This is an optimization exercise on Yosys and OpenROAD, whose aim is small area, not a production implementation. Only simulation tests tie the RTL to the original design; equivalence was not proved. Power figures rest on the tool's default switching activity, not on a simulated workload.

==> flow/design.v <==
`timescale 1ns / 1ps
module bin_counter(input clk, reset, enable, output reg [1:0] count);
reg [2:0] c5;
always @(posedge clk) begin
  if (reset) begin
    c5 <= 3'd2;
    count <= 2'd0;
  end else if (enable) begin
    c5 <= c5[2] ? 3'd0 : c5 + 3'd1;
    if (c5[2]) count <= count + 2'd1;
  end
end
endmodule
`timescale 1ns / 1ps
module clk_divider(input clk, rst, output tick);
reg [3:0] c16;
always @(posedge clk) begin
  if (rst) c16 <= 4'd8;
  else c16 <= c16 + 4'd1;
end
assign tick = &c16;
endmodule
`timescale 1ns / 1ps
`timescale 1ns / 1ps
`timescale 1ns / 1ps
`timescale 1ns / 1ps
module pushbutton_detect(input clk, rst, en, in, output out);
reg [1:0] run;
reg [2:0] pos;
always @(posedge clk) begin
  if (rst) begin
    run <= 2'd0;
    pos <= 3'd0;
  end else if (en) begin
    run <= in ? (run == 2'd3 ? 2'd3 : run + 2'd1) : 2'd0;
    pos <= (in && run == 2'd2) ? 3'd4 : (pos != 3'd0 ? pos - 3'd1 : 3'd0);
  end
end
assign out = (pos == 3'd1);
endmodule
`timescale 1ns / 1ps
module CU(input clk, input rst, input en, input BTNL, input BTNR,
input BTNC, output reg [1:0] window, output reg load);
always @(posedge clk) begin
  if (rst) begin
    load <= 1'b0;
    window <= 2'd0;
  end else if (en) begin
    load <= BTNC;
    if (BTNL & ~BTNR) begin
      if (window != 2'd2) window <= window + 2'd1;
    end else if (BTNR & ~BTNL) begin
      if (window != 2'd0) window <= window - 2'd1;
    end
  end
end
endmodule
`timescale 1ns / 1ps
module bcd_add_digit(input [3:0] a, input [3:0] b, input ci, output [3:0] r, output co);
wire [4:0] k;
wire [3:0] z;
assign k[0] = ci;
genvar j;
generate for (j = 0; j < 4; j = j + 1) begin : fa
  assign z[j] = a[j] ^ b[j] ^ k[j];
  assign k[j+1] = (a[j] & b[j]) | (k[j] & (a[j] ^ b[j]));
end endgenerate
assign co = k[4];
assign r[0] = z[0];
assign r[1] = z[1] ^ co;
assign r[2] = z[2] ^ (co & ~z[1]);
assign r[3] = z[3] ^ (co & (z[2] | z[1]));
endmodule
module multiplier(
    input  [7:0] MP,
    input  [7:0] MC,
    input clk,
    input rst,
    input load,
    output sign,
    output done,
    output reg [16:0] product
    );
wire [7:0] mp_mag = MP[7] ? -MP : MP;
wire [8:0] mc_bcd;
bin_to_BCD conv(.bin(MC), .bcd(mc_bcd));
localparam [16:0] ZERO = 17'h06666;
reg [7:0] R;
reg [16:0] S;
reg done_flag;
wire [16:0] S2;
wire [3:0] q0, q1, q2, q3;
bcd_dbl b0(.d(S[3:0]), .q(q0));
bcd_dbl b1(.d(S[7:4]), .q(q1));
bcd_dbl b2(.d(S[11:8]), .q(q2));
bcd_dbl b3(.d(S[15:12]), .q(q3));
assign S2 = {q3[3], q3[2:0], q2[3], q2[2:0], q1[3], q1[2:0], q0[3], q0[2:0], 1'b0};
wire [16:0] sum;
wire c1, c2, c3, c4;
bcd_add_digit a0(.a(product[3:0]),   .b(S[3:0]),   .ci(1'b0), .r(sum[3:0]),   .co(c1));
bcd_add_digit a1(.a(product[7:4]),   .b(S[7:4]),   .ci(c1),   .r(sum[7:4]),   .co(c2));
bcd_add_digit a2(.a(product[11:8]),  .b(S[11:8]),  .ci(c2),   .r(sum[11:8]),  .co(c3));
bcd_add_digit a3(.a(product[15:12]), .b(S[15:12]), .ci(c3),   .r(sum[15:12]), .co(c4));
assign sum[16] = product[16] | S[16] | c4;
wire zero_flag = ~|R;
always @(posedge clk) begin
  if (rst) begin
    product <= ZERO;
    done_flag <= 1'b0;
  end else if (load) begin
    product <= ZERO;
    done_flag <= 1'b1;
  end else if (done_flag & R[0]) begin
    product <= sum;
  end
end
always @(posedge clk) begin
  if (load) begin
    R <= mp_mag;
    S <= {8'd0, mc_bcd};
  end else begin
    R <= R >> 1;
    S <= S2;
  end
end
assign sign = (MC[7] ^ MP[7]) & (product != ZERO);
assign done = zero_flag & done_flag;
endmodule
`timescale 1ns / 1ps
module bcd_dbl(input [3:0] d, output [3:0] q);
assign q[0] = (d[3] & ~d[0]) | (~d[3] & ~d[2] & d[0]) | (d[2] & d[1] & ~d[0]);
assign q[1] = (d[3] & ~d[0]) | (~d[2] & d[1]) | (d[1] & d[0]);
assign q[2] = (d[3] & d[0]) | (d[2] & ~d[1] & ~d[0]);
assign q[3] = (d[2] & d[0]) | (d[2] & d[1]) | d[3];
endmodule
module bin_to_BCD(input [7:0] bin, output [8:0] bcd);
wire s = bin[7];
wire [6:0] a = bin[6:0];
wire [6:0] below;
assign below[0] = 1'b0;
genvar i;
generate for (i = 1; i < 7; i = i + 1) begin : neg
  assign below[i] = below[i-1] | a[i-1];
end endgenerate
wire [6:0] m = a ^ ({7{s}} & below);
wire big = s & ~|a;
wire [3:0] o1, o2, o3, o4, t1;
bcd_dbl d1(.d({1'b0, m[6:4]}), .q(o1));
bcd_dbl d2(.d({o1[2:0], m[3]}), .q(o2));
bcd_dbl d3(.d({o2[2:0], m[2]}), .q(o3));
bcd_dbl d4(.d({o3[2:0], m[1]}), .q(o4));
bcd_dbl d5(.d({1'b0, o1[3], o2[3], o3[3]}), .q(t1));
assign bcd[3:0] = {o4[2] | big, o4[1:0], m[0]};
assign bcd[7:4] = {t1[2:1], t1[0] | big, o4[3]};
assign bcd[8] = t1[3] | big;
endmodule
`timescale 1ns / 1ps
module BCD_to_7seg(input [3:0] d, output [6:0] segments);
assign segments[0] = (~d[3] & d[1]) | (d[2] & ~d[1] & d[0]);
assign segments[1] = (~d[3] & d[0]) | (~d[2] & ~d[1]) | (~d[1] & d[0]);
assign segments[2] = d[0] | (~d[2] & d[1]);
assign segments[3] = (~d[3] & d[0]) | (~d[2] & d[1] & ~d[0]) | (d[2] & ~d[1] & d[0]);
assign segments[4] = (~d[2] & ~d[1] & ~d[0]) | (~d[3] & ~d[2]);
assign segments[5] = (~d[2] & d[1] & d[0]) | (d[2] & ~d[1] & ~d[0]) | (~d[3] & ~d[2]);
assign segments[6] = (~d[2] & d[1] & ~d[0]) | (~d[3] & d[0]);
endmodule
`timescale 1ns / 1ps
module Top_module(input clk, input rst, input BTNC, input BTNL, input BTNR, input [7:0] MP,input [7:0] MC, output  done, output [6:0] segments, output [3:0]anode_active);
wire tick;
clk_divider div(.clk(clk), .rst(rst), .tick(tick));
wire bcenter, bleft, bright;
pushbutton_detect center_pb(.clk(clk), .rst(rst), .en(tick), .in(BTNC), .out(bcenter));
pushbutton_detect right_pb (.clk(clk), .rst(rst), .en(tick), .in(BTNR), .out(bright));
pushbutton_detect left_pb  (.clk(clk), .rst(rst), .en(tick), .in(BTNL), .out(bleft));
wire load;
wire [1:0] w;
CU control(.clk(clk), .rst(rst), .en(tick), .BTNL(bleft), .BTNR(bright), .BTNC(bcenter), .window(w), .load(load));
wire [16:0] p;
wire sign;
multiplier multiply(.MP(MP), .MC(MC), .clk(clk), .rst(rst), .load(load), .sign(sign), .done(done), .product(p));
wire [1:0] c;
bin_counter counter(.clk(clk), .reset(rst), .enable(tick), .count(c));
reg [3:0] num;
always @(*) begin
  case ({w, c})
    4'b00_00: num = p[3:0];
    4'b00_01, 4'b01_00: num = p[7:4];
    4'b00_10, 4'b01_01, 4'b10_00: num = p[11:8];
    4'b01_10, 4'b10_01: num = p[15:12];
    4'b10_10: num = {3'b011, p[16]};
    default: num = {2'b00, ~sign, 1'b1};
  endcase
end
BCD_to_7seg segment(.d(num), .segments(segments));
wire on = done & ~(c[1] & c[0] & ~sign);
assign anode_active = ~({4{on}} & (4'b0001 << c));
endmodule
==> flow/run.sh <==
#!/bin/bash
# synth_recipe.tcl (not shown) runs the flow's synth.tcl, then flattens the netlist and writes it again
# the make line also repeats each setting of config.mk as NAME=value (left out here)
make -C /OpenROAD-flow-scripts/flow DESIGN_CONFIG=/design/flow/config.mk WORK_HOME=/design/flow/orfs CLKGATE_MAP_FILE= SYNTH_SCRIPT=/design/flow/synth_recipe.tcl finish
==> flow/config.mk <==
export PLATFORM = sky130hd
export DESIGN_NAME = Top_module
export DESIGN_NICKNAME = Top_module
export VERILOG_FILES = /design/flow/design.v
export SDC_FILE = /design/flow/constraint.sdc
export NUM_CORES = 4
export LEC_CHECK = 0
export CAP_MARGIN = 20
export CORE_MARGIN = 2
export CORE_UTILIZATION = 40
export SLEW_MARGIN = 20
==> flow/constraint.sdc <==
create_clock -name core_clock -period 15.0 [get_ports {clk}]
set_input_delay 3.0000 -clock core_clock [delete_from_list [all_inputs] [get_ports {clk}]]
set_output_delay 3.0000 -clock core_clock [all_outputs]
set_load 0.01 [all_outputs]
==> results.cfg, run 1 <==
[status]
outcome = finished clean

[sta]
slew_violations = 0
fmax_ghz = 0.113
worst_slew_pin_slew_ns = 1.04
finalSetupViolCount = 0
finClkSkew_ns = 0.00772
worst_slew_margin_rel_pct = 28.6
fin_crit_ns = 8.83
final.period_utilization_pct = 58.9
hold_viol_final = 0
grt_setup_unrepaired = no
setup_tns_ns = 0

[synth]
synthSimpleGateAreaFrac_pct = 24.1
synth-xor-area-share_pct = 4.68
avgSynthCellArea_um2 = 7.81
ys_top_cells_by_area = dfxtp_1 28%, fa_1 6.2%, a21oi_1 5.9%
syn-num-nets = 677
async_flop_share_pct = 0
synth.area.mux_share_pct = 2.72
synth_common_cells = 71 x nand2_1, 68 x dfxtp_1, 58 x nor2_1
synth_top_family_by_area = simple AND/OR/NAND/NOR gates
synth_compound_area_share_pct = 21.3
synth-main-ff-cell = dfxtp_1
yosys_warnings = 6
synthCells = 623
ys_ff_latch = 70
synth_top_area_share_pct = 28.0
synth_edf_count = 2
syn-cell-area_um2 = 4870
synth_top_cell_by_area = dfxtp_1
yosysMostFrequentCell = nand2_1
synth_cell_types = 68
synthAdderAreaFrac_pct = 10.8
yosysSeqAreaShare_pct = 29.2

[routing]
antenna_left = 0
drc = 0
dr.pass1.iters = 5
vias = 4324
drtIter0Drc = 205
viasPerCell = 5.55
wire_per_inst_um = 13.3
wirelength_mm = 10.4

[pwr]
p_leak_uw = 0.00217
cellPowerDensity_nw_per_um2 = 117
power.total_uw = 643
vdd_drop_max_mv = 0.0590

[global_routing]
gr-total-overflow = 0
grt_pass1_wl_mm = 17.9
grt_pass1_vias = 3881
track_usage_pct = 16.6
antenna_found_initial = 0
grt_max_degree = 47

[setup_path]
cp_data_required_time_ns = 12.00
reg2reg_depth = 28
reg2reg_slack_ns = 8.59
worst-setup-path-type = in -> out
worstReg2RegStart = multiply.S[0]
worst_ep_arrival_time_ns = 5.83
crit_path_max_fanout = 25
reg2reg_to = multiply.product[14]
worst_setup_path_start_kind = input pin
end_kind = primary output

[cts]
root_buffer = clkbuf_16
cts_resized = 0
path_clk_slew_ns = 0.05
numCtsBuffers = 9
cts_max_level = 3
cts_tree = yes
insertion_delay_ns = 0.33
cts.sinks = 70
postCtsHoldBufs = 0
cts_setup_buffers = 0
cts_buffer_depth = 2

[run]
maxCapViolations = 0

[final_layout]
drive_gt1_share_pct = 4.11
fill_cells = 1120
num_antenna_cells = 0
seq_area_um2 = 1420
area_delta_synth_final_pct = 12.9
fin_nets = 683
multi_input_area_um2 = 3100

[min_path]
hp-start = multiply.R[2]
hold-path-cell-count = 2
hold_class = reg -> reg
holdPathEnd = multiply.R[1]

[floorplanning]
die_x_um = 114
ios = 33
num_rows = 40
die_area_um2 = 13100
core_area_um2 = 12000
start_util_pct = 40.7
die_h_um = 114

[placement]
port_buffers = 32
place_congestion = 0.855
dp_hpwl_mm = 7.50
## worst max-delay path by stage
stage	start	to	cells after the start
floorplan	MP[7]	segments[3]	6
finish	MC[7]	segments[6]	7
global route	MC[7]	segments[6]	7
global placement	MC[7]	segments[6]	7
CTS	MC[7]	segments[6]	7
detailed placement	MC[7]	segments[6]	7
## layer usage
metal / track usage [%] / up-vias / wire, µm
met2: 26.7 / 82 / 4850
met1: 22.6 / 2027 / 5020
met3: 2.49 / 13 / 368
li1: - / 2202 / -
met5: 0 / - / 0
met4: 6.59 / 0 / 163
## layout make-up
cell class	count	area share (%)
well taps	147	3.35
repair buffers	34	6.10
clock buffers	14	5.19
multi-input cells	468	56.3
flip-flops and latches	70	25.9
inverters	46	3.14
## report_power, final
group	switching (µW)	internal, µW
combinational	108	96.9
sequential	26.2	211
clock	71.6	129
total	205	437
## critical path, stage by stage
cell             delay (ns)
clkdlybuf4s50_1        0.84
xnor2_1                0.52
a31oi_1                0.11
mux2_2                 0.35
or2_2                  0.33
mux2i_1                0.13
clkdlybuf4s50_1        0.55
## kinds of logic after synthesis
group                      after synthesis
DFF                                     70
adders and majority gates               33
and+or+nand+nor                        236
buffers and inverters                   85
AOI/OAI and AO/OA                      160
xor gates and xnor gates                26
muxes                                   13
## cells in the final DEF (no fill, tap or decap), types with 3 or more instances in the layout
master | netlist | layout
mux2i_1 | 11 | 11
xor2_1 | 10 | 10
nand2_1 | 71 | 71
and2_1 | 3 | 3
or2_2 | 3 | 3
inv_1 | 46 | 46
and3_1 | 6 | 6
xnor2_1 | 16 | 16
o21a_1 | 3 | 3
o41ai_1 | 3 | 3
nand3b_1 | 11 | 11
nor3_1 | 14 | 14
a21o_1 | 3 | 3
a211o_1 | 3 | 3
nand4_1 | 4 | 4
clkdlybuf4s50_1 | 0 | 32
or3_1 | 7 | 7
a21oi_1 | 57 | 57
a211oi_1 | 5 | 5
ha_1 | 18 | 18
nor4_1 | 4 | 4
dfxtp_1 | 68 | 68
o2111ai_1 | 3 | 3
nor2_1 | 58 | 58
nor2b_1 | 7 | 7
a31oi_1 | 12 | 12
fa_1 | 15 | 15
nor3b_1 | 7 | 7
nand3_1 | 17 | 17
o21ai_0 | 23 | 23
nand2b_1 | 13 | 13
o211ai_1 | 14 | 14
clkbuf_16 | 0 | 10
o31ai_1 | 4 | 4
## flip-flops by register name (all words and copies together) (netlist names), 3 cells and up, named ones only
name and cells:
multiply.product 17, multiply.S 13, multiply.R 8, div.c16 4, center_pb.pos 3, counter.c5 3, left_pb.pos 3, right_pb.pos 3
## per-stage QoR
stage | utilization (%) | instances | instance area [µm²] | hold WS (ns) | setup WS (ns)
finish | 45.9 | 779 | 5490 | 0.466 | 6.17
CTS | 45.9 | 779 | 5490 | 0.468 | 6.19
global placement | 43.5 | 765 | 5210 | 0.450 | 6.23
global route | 45.9 | 779 | 5490 | 0.484 | 6.02
floorplan | - | 623 | 4870 | 0.430 | 7.70
detailed placement | 43.5 | 765 | 5210 | 0.456 | 6.19
==> run 2, diff against run 1 <==
--- a/flow/config.mk
+++ b/flow/config.mk
@@ -7,5 +7,6 @@
 export LEC_CHECK = 0
+export ABC_AREA = 1
 export CAP_MARGIN = 20
 export CORE_MARGIN = 2
-export CORE_UTILIZATION = 40
+export CORE_UTILIZATION = 70
 export SLEW_MARGIN = 20
==> results.cfg, run 2 <==
[status]
outcome = finished clean

[routing]
dr.pass1.iters = 6
drc = 0
vias = 4065
viasPerCell = 5.65
drtIter0Drc = 265
antenna_left = 0
wire_per_inst_um = 13.2
wirelength_mm = 9.52

[sta]
worst_slew_pin_slew_ns = 1.05
setup_slack_ns = 6.59
setup_tns_ns = 0
worst_slew_margin_rel_pct = 29.4
slew_violations = 0
fmax_ghz = 0.119
finalSetupViolCount = 0
finClkSkew_ns = 0.0142
grt_setup_unrepaired = no
whs_ns = 0.455
hold_viol_final = 0
final.period_utilization_pct = 56.1
fin_crit_ns = 8.41

[cts]
cts_buffer_depth = 2
root_buffer = clkbuf_8
numCtsBuffers = 9
cts_tree = yes
cts.sinks = 70
insertion_delay_ns = 0.35
path_clk_slew_ns = 0.08
cts_setup_buffers = 0
postCtsHoldBufs = 0
cts_max_level = 3
cts_resized = 0

[final_layout]
largest_register = multiply.product
fill_cells = 414
largest_reg_flops = 17
drive_gt1_share_pct = 5.74
largestRegisters = multiply.product x17, multiply.S x13, multiply.R x8
final_cell_mix = 127 x nand2_1, 101 x inv_1, 68 x dfxtp_1, 47 x nor2_1, 46 x nand3_1
area_delta_synth_final_pct = 12.3
finish.instance_area_um2 = 4920
layout_commonest_cell = nand2_1
multi_input_area_um2 = 2490
fin_nets = 694
num_antenna_cells = 0
seq_area_um2 = 1420

[setup_path]
cp_data_required_time_ns = 12.00
reg2reg_depth = 28
end_kind = primary output
worstReg2RegStart = multiply.S[0]
reg2reg_to = multiply.product[14]
worst_ep_arrival_time_ns = 5.41
worst_setup_path_start_kind = input pin
crit_path_max_fanout = 13
reg2reg_slack_ns = 8.52
worst-setup-path-type = in -> out

[floorplanning]
num_rows = 28
die_h_um = 83.1
start_util_pct = 73.1
ios = 33
die_x_um = 83.1
core_area_um2 = 5990
die_area_um2 = 6910

[placement]
port_buffers = 32
dpl-instance-area_um2 = 4730
dp_hpwl_mm = 7.22
place_congestion = 0.895
pre_cts_slack_ns = 6.61

[synth]
synthCells = 610
yosys_warnings = 6
ys_ff_latch = 70
synth_compound_area_share_pct = 15.4
synthSimpleGateAreaFrac_pct = 26.6
async_flop_share_pct = 0
synth.area.mux_share_pct = 0
synth_top_cell_by_area = dfxtp_1
yosysSeqAreaShare_pct = 32.4
synth_top_family_by_area = simple AND/OR/NAND/NOR gates
synth_top_area_share_pct = 31.1
ys_top_cells_by_area = dfxtp_1 31%, nand2_1 11%, inv_1 8.7%
synth_cell_types = 40
synth-main-ff-cell = dfxtp_1
synth_edf_count = 2
avgSynthCellArea_um2 = 7.18
synthAdderAreaFrac_pct = 12.0
yosysMostFrequentCell = nand2_1
syn-num-nets = 664
syn-cell-area_um2 = 4380
synth_common_cells = 127 x nand2_1, 101 x inv_1, 68 x dfxtp_1
synth-xor-area-share_pct = 2.80

[pwr]
p_clk_share_pct = 24.1
vdd_drop_max_mv = 0.0800
swShare_pct = 37.4
power_frac_seq_pct = 38.7
p_int_uw = 380
cellPowerDensity_nw_per_um2 = 123
p_comb_share_pct = 37.2
p_sw_uw = 227
power.total_uw = 607
p_leak_uw = 0.00231

[global_routing]
gr-total-overflow = 0
grt_pass1_vias = 3861
track_usage_pct = 28.7
antenna_found_initial = 0
grt_max_degree = 33
grt_pass1_wl_mm = 16.5

[min_path]
holdPathEnd = div.c16[0]
hold_class = reg -> reg
hp-start = div.c16[0]
hold-path-cell-count = 1

[run]
maxCapViolations = 0
run 2: worst max path at each step:
stage / cells past startpoint / startpoint / slack, ns / end
6_report: 8 / MC[7] / 6.59 / segments[4]
5_1_grt: 8 / MC[7] / 6.49 / segments[4]
4_1_cts: 8 / MC[7] / 6.61 / segments[4]
3_5_place_dp: 8 / MC[7] / 6.61 / segments[4]
3_3_place_gp: 8 / MC[7] / 6.73 / segments[4]
2_1_floorplan: 7 / MP[7] / 7.89 / segments[4]
run 2: kinds of logic (layout without fill, tap and decap cells):
family / Yosys count / count (layout)
AOI/OAI and AO/OA: 111 / 111
xor gates and xnor gates: 14 / 14
adders and majority gates: 33 / 33
buffers and inverters: 119 / 154
DFF: 70 / 70
and+or+nand+nor: 263 / 263
run 2: power by group through the flow:
stage	clock network [µW]	logic (µW)	registers, µW
2_1_floorplan	0	176	232
3_3_place_gp	0	206	236
3_5_place_dp	0	222	238
4_1_cts	148	226	234
5_1_grt	154	263	237
6_report	146	226	235
run 2: cell type report:
type                            instances  share of cell area [%]
Inverter                              105                    8.01
Clock buffer                           11                    3.10
Tap cell                               75                    1.91
Multi-Input combinational cell        421                    50.6
Timing Repair Buffer                   33                    6.66
Clock inverter                          5                   0.839
Sequential cell                        70                    28.9
run 2: per-stage QoR:
stage	std cells	util, %
after CTS	720	82.1
after global placement	704	78.9
after detailed placement	704	78.9
after floorplan	610	-
after global routing	720	82.1
final	720	82.1
run 2: worst max-delay path: stages:
cell and delay, ns:
clkdlybuf4s50_1 0.74, xor2_1 0.31, o21a_1 0.21, nand2_1 0.06
nand2_1 0.17, inv_1 0.10, o31ai_1 0.26, clkdlybuf4s50_1 0.58
run 2: routing by layer:
metal  vias to the layer above  wire length [µm]  GRT usage [%]
met2                       149              4690           50.1
li1                       2055                 -              -
met4                         0               161           10.1
met1                      1840              4150           35.5
met5                         -                 0              0
met3                        21               518           5.27
==> run 3, diff against run 2 <==
--- a/flow/design.v
+++ b/flow/design.v
@@ -17,4 +17,4 @@
 always @(posedge clk) begin
-  if (rst) c16 <= 4'd8;
-  else c16 <= c16 + 4'd1;
+  if (rst) c16 <= 4'b1000;
+  else c16 <= c16 ^ {c16[2] & c16[1] & c16[0], c16[1] & c16[0], c16[0], 1'b1};
 end
@@ -83,9 +83,11 @@
     );
-wire [7:0] mp_mag = MP[7] ? -MP : MP;
+localparam [16:0] ZERO = 17'h06666;
 wire [8:0] mc_bcd;
 bin_to_BCD conv(.bin(MC), .bcd(mc_bcd));
-localparam [16:0] ZERO = 17'h06666;
 reg [7:0] R;
+reg inv;
 reg [16:0] S;
 reg done_flag;
+wire bit_k = R[0] ^ inv;
+wire zero_flag = ~|R | (inv & &R);
 wire [16:0] S2;
@@ -97,20 +99,18 @@
 assign S2 = {q3[3], q3[2:0], q2[3], q2[2:0], q1[3], q1[2:0], q0[3], q0[2:0], 1'b0};
+wire add = done_flag & bit_k;
+wire [16:0] Sa = S & {17{add}};
 wire [16:0] sum;
 wire c1, c2, c3, c4;
-bcd_add_digit a0(.a(product[3:0]),   .b(S[3:0]),   .ci(1'b0), .r(sum[3:0]),   .co(c1));
-bcd_add_digit a1(.a(product[7:4]),   .b(S[7:4]),   .ci(c1),   .r(sum[7:4]),   .co(c2));
-bcd_add_digit a2(.a(product[11:8]),  .b(S[11:8]),  .ci(c2),   .r(sum[11:8]),  .co(c3));
-bcd_add_digit a3(.a(product[15:12]), .b(S[15:12]), .ci(c3),   .r(sum[15:12]), .co(c4));
-assign sum[16] = product[16] | S[16] | c4;
-wire zero_flag = ~|R;
+bcd_add_digit a0(.a(product[3:0]),   .b(Sa[3:0]),   .ci(1'b0), .r(sum[3:0]),   .co(c1));
+bcd_add_digit a1(.a(product[7:4]),   .b(Sa[7:4]),   .ci(c1),   .r(sum[7:4]),   .co(c2));
+bcd_add_digit a2(.a(product[11:8]),  .b(Sa[11:8]),  .ci(c2),   .r(sum[11:8]),  .co(c3));
+bcd_add_digit a3(.a(product[15:12]), .b(Sa[15:12]), .ci(c3),   .r(sum[15:12]), .co(c4));
+assign sum[16] = product[16] | Sa[16] | c4;
 always @(posedge clk) begin
-  if (rst) begin
-    product <= ZERO;
-    done_flag <= 1'b0;
-  end else if (load) begin
-    product <= ZERO;
-    done_flag <= 1'b1;
-  end else if (done_flag & R[0]) begin
-    product <= sum;
-  end
+  if (rst | load) product <= ZERO;
+  else product <= sum;
+end
+always @(posedge clk) begin
+  if (rst) done_flag <= 1'b0;
+  else if (load) done_flag <= 1'b1;
 end
@@ -118,6 +118,8 @@
   if (load) begin
-    R <= mp_mag;
+    R <= MP;
+    inv <= 1'b0;
     S <= {8'd0, mc_bcd};
   end else begin
-    R <= R >> 1;
+    R <= {R[7], R[7:1]};
+    inv <= inv | (R[7] & R[0]);
     S <= S2;
@@ -182,13 +184,13 @@
 bin_counter counter(.clk(clk), .reset(rst), .enable(tick), .count(c));
-reg [3:0] num;
-always @(*) begin
-  case ({w, c})
-    4'b00_00: num = p[3:0];
-    4'b00_01, 4'b01_00: num = p[7:4];
-    4'b00_10, 4'b01_01, 4'b10_00: num = p[11:8];
-    4'b01_10, 4'b10_01: num = p[15:12];
-    4'b10_10: num = {3'b011, p[16]};
-    default: num = {2'b00, ~sign, 1'b1};
-  endcase
-end
+wire c3 = c[1] & c[0];
+wire s0 = ~w[1] & ~w[0] & ~c[1] & ~c[0];
+wire s1 = ~w[1] & ((~w[0] & ~c[1] & c[0]) | (w[0] & ~c[1] & ~c[0]));
+wire s2 = (~w[1] & ~w[0] & c[1] & ~c[0]) | (~w[1] & w[0] & ~c[1] & c[0]) | (w[1] & ~c[1] & ~c[0]);
+wire s3 = (w[0] & c[1] & ~c[0]) | (w[1] & ~c[1] & c[0]);
+wire s4 = w[1] & c[1] & ~c[0];
+wire [3:0] num;
+assign num[3] = (s0 & p[3]) | (s1 & p[7]) | (s2 & p[11]) | (s3 & p[15]);
+assign num[2] = (s0 & p[2]) | (s1 & p[6]) | (s2 & p[10]) | (s3 & p[14]) | s4;
+assign num[1] = (s0 & p[1]) | (s1 & p[5]) | (s2 & p[9])  | (s3 & p[13]) | s4 | (c3 & ~sign);
+assign num[0] = (s0 & p[0]) | (s1 & p[4]) | (s2 & p[8])  | (s3 & p[12]) | (s4 & p[16]) | c3;
 BCD_to_7seg segment(.d(num), .segments(segments));
--- a/flow/config.mk
+++ b/flow/config.mk
@@ -10,3 +10,3 @@
 export CORE_MARGIN = 2
-export CORE_UTILIZATION = 70
+export CORE_UTILIZATION = 80
 export SLEW_MARGIN = 20
==> results.cfg, run 3 <==
[status]
outcome = finished clean

[pwr]
p_leak_uw = 0.00232
power.total_uw = 500
cellPowerDensity_nw_per_um2 = 104
vdd_drop_max_mv = 0.0834

[min_path]
hp-start = multiply.R[1]
holdPathEnd = multiply.R[0]
hold-path-cell-count = 2
hold_class = reg -> reg

[global_routing]
track_usage_pct = 42.6
antenna_found_initial = 0
grt_max_degree = 28
grt_pass1_vias = 4486
grt_pass1_wl_mm = 20.2
gr-total-overflow = 0

[synth]
avgSynthCellArea_um2 = 7.20
synthCells = 592
yosysSeqAreaShare_pct = 34.0
synth-main-ff-cell = dfxtp_1
yosysMostFrequentCell = nand2_1
async_flop_share_pct = 0
ys_ff_latch = 71
syn-cell-area_um2 = 4260
synth_common_cells = 148 x nand2_1, 85 x inv_1, 68 x dfxtp_1
synth_cell_types = 45
synth_top_area_share_pct = 31.9
syn-num-nets = 645
synth_edf_count = 3
ys_top_cells_by_area = dfxtp_1 32%, nand2_1 13%, inv_1 7.5%
synth_top_cell_by_area = dfxtp_1
yosys_warnings = 5

[cts]
cts.sinks = 71
path_clk_slew_ns = 0.08
postCtsHoldBufs = 0
cts_setup_buffers = 0
insertion_delay_ns = 0.36
cts_max_level = 3
numCtsBuffers = 9
cts_resized = 0
cts_buffer_depth = 2
root_buffer = clkbuf_8
cts_tree = yes

[floorplanning]
num_rows = 26
die_h_um = 77.0
die_area_um2 = 5930
ios = 33
die_x_um = 77.0
core_area_um2 = 5140
start_util_pct = 83.0

[sta]
whs_ns = 0.487
setup_tns_ns = 0
worst_slew_margin_rel_pct = 42.8
worst_slew_pin_slew_ns = 0.856
fin_crit_ns = 8.45
finalSetupViolCount = 0
final.period_utilization_pct = 56.3
finClkSkew_ns = 0.0117
setup_slack_ns = 6.55
grt_setup_unrepaired = no
fmax_ghz = 0.118
hold_viol_final = 0
slew_violations = 0

[routing]
drc = 0
vias = 4404
antenna_left = 0
dr.pass1.iters = 7
drtIter0Drc = 495
wire_per_inst_um = 16.6
wirelength_mm = 11.7
viasPerCell = 6.27

[final_layout]
layout_commonest_cell = nand2_1
final_core_util_pct = 93.9
num_antenna_cells = 0
largestRegisters = multiply.product x17, multiply.S x13, multiply.R x8
seq_area_um2 = 1450
fin_nets = 680
final_cell_mix = 148 x nand2_1, 85 x inv_1, 68 x dfxtp_1, 47 x nand3_1, 45 x nor2_1
fill_cells = 168
largest_register = multiply.product
largest_reg_flops = 17
drive_gt1_share_pct = 7.28
area_delta_synth_final_pct = 13.2
multi_input_area_um2 = 2430

[setup_path]
reg2reg_to = multiply.product[15]
crit_path_max_fanout = 12
end_kind = primary output
crit_chain = clkdlybuf4s50_1, xnor2_1, o21ai_0, nand2_1, nor2_1, nand2_1, o211ai_1, clkdlybuf4s50_1
reg2reg_depth = 32
worstReg2RegStart = multiply.R[0]
cp_slowest_cell = clkdlybuf4s50_1
cp_data_required_time_ns = 12.00
worst_setup_path_start_kind = input pin
worst_ep_arrival_time_ns = 5.45
reg2reg_slack_ns = 7.83
worst-setup-path-type = in -> out
cp_slowest_stage_delay_ns = 0.75

[placement]
dp_hpwl_mm = 7.64
pre_cts_slack_ns = 6.65
port_buffers = 32
place_congestion = 0.883

[run]
maxCapViolations = 0
[run 3: cell types whose count changed in the layout (fill, tap and decap cells not counted), sizes merged, moves of 4 or more]
cell,before,now
xnor2,5,1
nand2,140,160
o21ai,33,27
o211ai,12,5
inv,104,89
o221ai,4,0
xor2,9,5
[run 3: how the worst max path moves through the flow]
stage / start / to / slack [ns] / depth (start not counted)
after detailed placement: MC[7] / segments[5] / 6.65 / 8
after global routing: MC[7] / segments[5] / 6.41 / 8
after global placement: MC[7] / segments[5] / 6.75 / 8
after CTS: MC[7] / segments[5] / 6.65 / 8
final: MC[7] / segments[5] / 6.55 / 8
after floorplan: MC[7] / segments[5] / 8.03 / 7
[run 3: layout make-up]
class	count	share of cell area [%]
multi-input cells	421	50.4
well taps	70	1.81
flip-flops and latches	71	30.1
inverters	90	7.05
clock buffers	9	2.57
repair buffers	34	6.95
clock inverters	7	1.17
[run 3: critical path: cells and delay by family]
kind,cells,cell delay (ns)
xor+xnor,1,0.21
buf+inv,2,1.31
compound gates,2,0.48
simple gates,3,0.45
[run 3: through the flow]
stage	cell area (µm²)	instances
after floorplan	4260	592
final	4830	702
after global placement	4650	686
after CTS	4830	702
after global routing	4830	702
after detailed placement	4650	686
[run 3: per-layer routing]
layer  wire [µm]  vias to the layer above  GRT usage, %  part of all wire [%]
met5           0                        -             0                     0
met4         729                        0          24.5                   6.3
met3         978                      110          12.4                   8.4
met2        5710                      330          72.7                    49
met1        4230                     1966          47.5                    36
li1            -                     1998             -                     -
[run 3: power breakdown]
part,internal [µW],switching (µW)
logic,43.2,75.9
registers,216,24.4
clock network,61.6,79.3
[run 3: logic make-up after synthesis]
group / count (synthesis) / synth area share, %
DFF: 71 / 34.0
xor gates and xnor gates: 6 / 1.41
AOI/OAI and AO/OA: 92 / 12.9
buffers and inverters: 100 / 8.95
and+or+nand+nor: 291 / 30.7
adders and majority gates: 32 / 12.0

==> afterwards: timing with drivers on the ports <==
The results above use ideal ports. As a check the final layouts listed here were re-extracted and re-timed, cells and wires unchanged. Step 1, drivers: a clkbuf_16 drives clk and a buf_2 each remaining input, both assumed. Step 2 adds t to the input delays and takes it off the output delays; t is the mean of the earliest and latest rising clock arrival at the registers after step 1. Input paths then give back, and output paths get back, about the clock's delay inside the block. Three values: ideal ports, drivers, drivers and shift; two values: the first two.
| run | shift t [ns] | slack for setup (ns) | worst register clock-pin slew, ns |
|---|---|---|---|
| run 1 | 0.360 | 6.169 / 6.145 / 6.145 | 0.05 / 0.05 |
| run 2 | 0.372 | 6.585 / 6.563 / 6.563 | 0.08 / 0.08 |
| run 3 | 0.387 | 6.554 / 6.532 / 6.532 | 0.08 / 0.08 |
After both steps setup and hold are still met in every run listed. The setup slack of run 1, which loses most, moves by -0.024 ns with the drivers and by -0.024 ns with both steps.
